Source: an optimization exercise on an open RTL-to-GDS flow (aim: small area and a short achievable clock period). Production flows keep margins and buffers that such runs may drop.
Only simulation tests tie the RTL to the original design; equivalence was not proved.

<file path="design/flow/run.sh">
#!/bin/bash
# synth_recipe.tcl (not shown) runs the flow's synth.tcl, then flattens the netlist and writes it again
# the make line also repeats each setting of config.mk as NAME=value (left out here)
make -C /OpenROAD-flow-scripts/flow DESIGN_CONFIG=/design/flow/config.mk WORK_HOME=/design/flow/orfs CLKGATE_MAP_FILE= SYNTH_SCRIPT=/design/flow/synth_recipe.tcl finish
</file>
<file path="design/flow/config.mk">
export PLATFORM = sky130hd
export DESIGN_NAME = DF_Fir_Tree
export DESIGN_NICKNAME = DF_Fir_Tree
export VERILOG_FILES = /design/flow/design.v
export SDC_FILE = /design/flow/constraint.sdc
export NUM_CORES = 4
export LEC_CHECK = 0
export CAP_MARGIN = 20
export CORE_MARGIN = 2
export CORE_UTILIZATION = 40
export PLACE_DENSITY = 0.6
export SLEW_MARGIN = 20
</file>
<file path="design/flow/constraint.sdc">
create_clock -name core_clock -period 13.0 [get_ports {clk}]
set_input_delay 2.6000 -clock core_clock [delete_from_list [all_inputs] [get_ports {clk}]]
set_output_delay 2.6000 -clock core_clock [all_outputs]
set_load 0.01 [all_outputs]
</file>
<file path="design/flow/design.v">
`timescale 1 ns / 1 ns
module DF_Fir_Tree
               (
                clk,
                clk_enable,
                reset,
                filter_in,
                filter_out
                );
  input   clk; 
  input   clk_enable; 
  input   reset; 
  input   signed [15:0] filter_in; 
  output  signed [32:0] filter_out;
  parameter signed [15:0] coeff1 = 16'b1111111011110100;
  parameter signed [15:0] coeff2 = 16'b0000000111111000;
  parameter signed [15:0] coeff3 = 16'b0001011011011010;
  parameter signed [15:0] coeff4 = 16'b0011111001001011;
  parameter signed [15:0] coeff5 = 16'b0101001111011110;
  parameter signed [15:0] coeff6 = 16'b0011111001001011;
  parameter signed [15:0] coeff7 = 16'b0001011011011010;
  parameter signed [15:0] coeff8 = 16'b0000000111111000;
  parameter signed [15:0] coeff9 = 16'b1111111011110100;
  reg  signed [15:0] delay_pipeline [0:8];
  wire signed [30:0] product9, product8, product7,
                     product6, product5, product4,
                     product3, product2, product1;
  wire signed [31:0] mul_temp, mul_temp_1, mul_temp_2,
                     mul_temp_3, mul_temp_4, mul_temp_5,
                     mul_temp_6,mul_temp_7, mul_temp_8;
  wire signed [32:0] sum1_1, sum1_2, sum1_3,
                     sum1_4, sum2_1, sum2_2,
                     sum3_1, sum4_1;
  wire signed [30:0] add_signext, add_signext_1,  add_signext_2,
                     add_signext_3,  add_signext_4,  add_signext_5,  
                     add_signext_6,  add_signext_7; 
  wire signed [32:0] add_signext_8, add_signext_9, add_signext_10, 
                     add_signext_11, add_signext_12, add_signext_13, 
                     add_signext_14, add_signext_15; 
  wire signed [31:0] add_temp, add_temp_1, add_temp_2, add_temp_3;
  wire signed [33:0] add_temp_4, add_temp_5, add_temp_6, add_temp_7; 
  reg  signed [32:0] output_register; 
  always @( posedge clk or posedge reset)
    begin
      if (reset == 1'b1) begin
        delay_pipeline[0] <= 0;
        delay_pipeline[1] <= 0;
        delay_pipeline[2] <= 0;
        delay_pipeline[3] <= 0;
        delay_pipeline[4] <= 0;
        delay_pipeline[5] <= 0;
        delay_pipeline[6] <= 0;
        delay_pipeline[7] <= 0;
        delay_pipeline[8] <= 0;
        output_register <= 0;
      end
      else begin
        if (clk_enable == 1'b1) begin
          delay_pipeline[0] <= filter_in;
          delay_pipeline[1] <= delay_pipeline[0];
          delay_pipeline[2] <= delay_pipeline[1];
          delay_pipeline[3] <= delay_pipeline[2];
          delay_pipeline[4] <= delay_pipeline[3];
          delay_pipeline[5] <= delay_pipeline[4];
          delay_pipeline[6] <= delay_pipeline[5];
          delay_pipeline[7] <= delay_pipeline[6];
          delay_pipeline[8] <= delay_pipeline[7];
          output_register <= sum4_1;
        end
      end
    end 
  assign mul_temp = delay_pipeline[8] * coeff9;
  assign product9 = mul_temp[30:0];
  assign mul_temp_1 = delay_pipeline[7] * coeff8;
  assign product8 = mul_temp_1[30:0];
  assign mul_temp_2 = delay_pipeline[6] * coeff7;
  assign product7 = mul_temp_2[30:0];
  assign mul_temp_3 = delay_pipeline[5] * coeff6;
  assign product6 = mul_temp_3[30:0];
  assign mul_temp_4 = delay_pipeline[4] * coeff5;
  assign product5 = mul_temp_4[30:0];
  assign mul_temp_5 = delay_pipeline[3] * coeff4;
  assign product4 = mul_temp_5[30:0];
  assign mul_temp_6 = delay_pipeline[2] * coeff3;
  assign product3 = mul_temp_6[30:0];
  assign mul_temp_7 = delay_pipeline[1] * coeff2;
  assign product2 = mul_temp_7[30:0];
  assign mul_temp_8 = delay_pipeline[0] * coeff1;
  assign product1 = mul_temp_8[30:0];
  assign add_signext = product9;
  assign add_signext_1 = product8;
  assign add_temp = add_signext + add_signext_1;
  assign sum1_1 = $signed({{1{add_temp[31]}}, add_temp});
  assign add_signext_2 = product7;
  assign add_signext_3 = product6;
  assign add_temp_1 = add_signext_2 + add_signext_3;
  assign sum1_2 = $signed({{1{add_temp_1[31]}}, add_temp_1});
  assign add_signext_4 = product5;
  assign add_signext_5 = product4;
  assign add_temp_2 = add_signext_4 + add_signext_5;
  assign sum1_3 = $signed({{1{add_temp_2[31]}}, add_temp_2});
  assign add_signext_6 = product3;
  assign add_signext_7 = product2;
  assign add_temp_3 = add_signext_6 + add_signext_7;
  assign sum1_4 = $signed({{1{add_temp_3[31]}}, add_temp_3});
  assign add_signext_8 = sum1_1;
  assign add_signext_9 = sum1_2;
  assign add_temp_4 = add_signext_8 + add_signext_9;
  assign sum2_1 = add_temp_4[32:0];
  assign add_signext_10 = sum1_3;
  assign add_signext_11 = sum1_4;
  assign add_temp_5 = add_signext_10 + add_signext_11;
  assign sum2_2 = add_temp_5[32:0];
  assign add_signext_12 = sum2_1;
  assign add_signext_13 = sum2_2;
  assign add_temp_6 = add_signext_12 + add_signext_13;
  assign sum3_1 = add_temp_6[32:0];
  assign add_signext_14 = sum3_1;
  assign add_signext_15 = $signed({{2{product1[30]}}, product1});
  assign add_temp_7 = add_signext_14 + add_signext_15;
  assign sum4_1 = add_temp_7[32:0];
  assign filter_out = output_register;
endmodule   
</file>
==> out/qor.json <==
{
  "timing": {
    "clock_skew_ns": 0.0276,
    "relSlewSlack_pct": 26.3,
    "clock.fmax_ghz": 0.0804,
    "worst-slew-pin-transition_ns": 1.10,
    "drv_slew": 0,
    "timing.hold.ws_ns": 0.507,
    "final_setup_violating_endpoints": 0,
    "unrepaired_setup_endpoints_after_global_routing": "false",
    "hold_violations": 0,
    "period_share_pct": 95.7,
    "finalCriticalPeriod_ns": 12.44,
    "tns_ns": 0
  },
  "clocking": {
    "ctsResizeCount": 0,
    "cts-root-buf": "clkbuf_16",
    "cts.clk_slew.worst_paths_ns": 0.09,
    "cts_buffers": 17,
    "cts_tree": "done",
    "cts-hold-fix-buffers": 0,
    "insertion_delay_ns": 0.56,
    "clock_path_buffers": 2,
    "cts_sinks": 177,
    "cts.repair_timing.setup_buffer_count": 0,
    "ctsHtreeMaxLevel": 4
  },
  "setup_path": {
    "startpoint": "delay_pipeline[4][14]",
    "setup.worst_path.start_class": "register",
    "endpoint_kind": "register",
    "worstReg2RegStart": "delay_pipeline[4][14]",
    "worstPathRequired_ns": 13.48,
    "critPathMaxStageDelay_ns": 0.60,
    "critPathArrivalTime_ns": 12.92,
    "cp_slowest_cell": "dfrtp_1",
    "setup.worst_path.class": "register to register",
    "endpoint_of_the_lowest_slack_register_to_register_path": "output_register[32]",
    "critical_path.max_fanout": 10,
    "path_common_cell": "fa_1",
    "ff2ff_setup_slack_ns": 0.56,
    "r2r_cells": 41
  },
  "layout": {
    "fraction_of_layout_instances_using_a_drive_strength_above_1_pct": 3.34,
    "area_growth_pct": 6.71,
    "layout.cells.non_filler": 6257,
    "num-nets-final": 6406,
    "finished_cell_area_sq_um": 49700
  },
  "floorplanning": {
    "initial_utilization_pct": 40.2,
    "design.die.area_sq_um": 119000,
    "floorplan.core_area_sq_um": 116000,
    "ioPinCount": 52,
    "chip_width_um": 345,
    "die_height_um": 345,
    "row_count": 125
  },
  "place": {
    "place_area_sq_um": 49100,
    "dp_hpwl_um": 106000,
    "place_congestion": 0.969,
    "post-place-cells": 6224,
    "port-buffer-count": 51
  },
  "logic_synthesis": {
    "synth.net_count": 6349,
    "synth-seq-area-share_pct": 9.51,
    "netlist.top_cell.by_area": "fa_1",
    "cell_with_the_most_instances_after_synthesis": "inv_1",
    "async_reset_ff_share_pct": 100,
    "synth_largest_type_area_fraction_pct": 42.7,
    "synth_edf_count": 0,
    "netlist_top_cells_count": "inv_1 (1563), fa_1 (993), ha_1 (675)",
    "synth.cell_area_sq_um": 46600,
    "yosys-top-cells-area": "fa_1 (43%), ha_1 (18%), inv_1 (13%), dfrtp_1 (9.5%), xnor2_1 (2.5%)",
    "syn_area_per_cell_sq_um": 9.99,
    "synthesis.instances": 4662,
    "synth.ff_latch_count": 177,
    "synth_warnings": 2,
    "ys.flop_type": "dfrtp_1",
    "post_synth_num_cell_types": 66
  },
  "global_routing": {
    "grt_start_max_net_pins": 116,
    "grt_first_pass_wirelength_um": 192000,
    "number_of_antenna_violations_at_the_first_check_in_global_routing": 6,
    "grt_pass1_vias": 32747,
    "groute.usage.overall_pct": 21.4,
    "globalRouteOverflowTotal": 0
  },
  "route": {
    "dr.first_iter.drc_count": 1722,
    "drcViolationCount": 0,
    "wl_per_cell_um": 19.2,
    "routed_wl_um": 120000,
    "ant_nets": 0,
    "detailroute.via_count": 30060,
    "drt-pass1-iter-count": 5,
    "vias_per_cell": 4.80
  },
  "min_path": {
    "hold_path_end": "output_register[14]",
    "hp-start": "output_register[14]",
    "worstHoldPathCells": 1,
    "hold_path_class": "register to register"
  },
  "status": {
    "run_status": "complete, no violations"
  },
  "run": {
    "maxCapViolCount": 0
  }
}
[how the worst max path moves through the flow]
stage | endpoint | slack, ns
after floorplan | output_register[32] | 1.11
after global placement | output_register[32] | 0.34
after detailed placement | output_register[32] | 0.23
after CTS | output_register[32] | 0.19
after global routing | output_register[32] | 0.009
final | output_register[32] | 0.56
[layer usage]
metal | GRT usage (%) | up-vias | share of wire, %
li1 | - | 14025 | -
met1 | 29.3 | 15460 | 45
met2 | 36.3 | 485 | 49
met3 | 2.02 | 88 | 3.4
met4 | 5.87 | 2 | 2.6
met5 | 0 | - | 0.011
[worst max-delay path: cells and delay by family (launching register included)]
| family | cells | cell delay [ns] |
|---|---|---|
| DFF | 1 | 0.60 |
| adders and majority gates | 16 | 7.46 |
| buffers and inverters | 7 | 0.45 |
| AOI/OAI and AO/OA | 14 | 2.78 |
| and+or+nand+nor | 1 | 0.22 |
| xor gates and xnor gates | 3 | 0.85 |
[registers in the layout, indices dropped and copies added, names as in the netlist]
register	count
delay_pipeline	144
output_register	33
[through the flow]
| stage | util, % | worst slack (ns) |
|---|---|---|
| finish | 42.9 | 0.557 |
| global route | 42.9 | 0.00911 |
| CTS | 42.8 | 0.189 |
| detailed placement | 42.3 | 0.234 |
| global placement | 42.3 | 0.336 |
| floorplan | - | 1.11 |
[layout make-up]
type / count / area, sq um
repair buffers: 77 / 711
diodes: 1 / 2.50
flip-flops and latches: 177 / 4430
clock buffers: 18 / 439
well taps: 1524 / 1910
fillers: 11268 / 66200
multi-input cells: 2883 / 36200
clock inverters: 14 / 150
inverters: 1563 / 5870
[logic make-up (layout without fill, tap and decap cells)]
kind of cell	count (synthesis)	count (layout)	synth area share, %
adders and majority gates	1668	1668	60.8
buffers and inverters	1602	1672	12.9
AOI/OAI and AO/OA	500	500	6.61
and+or+nand+nor	415	415	4.07
xor gates and xnor gates	219	219	4.15
DFF	177	177	9.51
muxes	81	81	1.93
other	0	1	0
[cells in the final DEF, fill, tap and decap left out, types with 5 or more instances in the layout]
cell and count:
inv_1 1562, fa_1 993, ha_1 675, o21ai_0 186, nand2_1 179, dfrtp_1 176
xnor2_1 134, a21oi_1 114, nor2_1 86, xor2_1 83, mux2_2 72, a21o_1 66
clkdlybuf4s50_1 50, nand2b_1 35, buf_4 26, nor3_1 24, nor2b_1 21, nand3_1 19
o21a_1 18, o21bai_1 17, clkbuf_16 17, a211oi_1 14, or3_1 13, o211ai_1 11
mux2i_1 9, or2_2 9, and2_1 7, a31oi_1 7, and3_1 6, a22o_1 5

port drivers added, routing unchanged:
The results above use ideal ports. As a check the final layout listed here was re-extracted and re-timed, cells and wires unchanged.
Step 1 assumes that a clkbuf_16 drives the clock port and a buf_2 every other input.
Step 2 adds t to the input delays and takes it off the output delays; t is the mean of the earliest and latest rising clock arrival at the registers after step 1. Input paths then give back, and output paths get back, about the clock's delay inside the block.
Slacks: ideal ports / drivers / drivers and shift; pairs: ideal ports / drivers.
t (ns): 0.614
setup WS [ns]: 0.557 / 0.557 / 0.557
hold WS [ns]: 0.507 / 0.507 / 0.507
worst setup path after step 2: register to register
cell pins on the clock port's net: 1
After both steps this run still meets setup and hold. For this run, drivers alone change the setup slack by 0.000 ns; drivers and shift together by 0.000 ns.
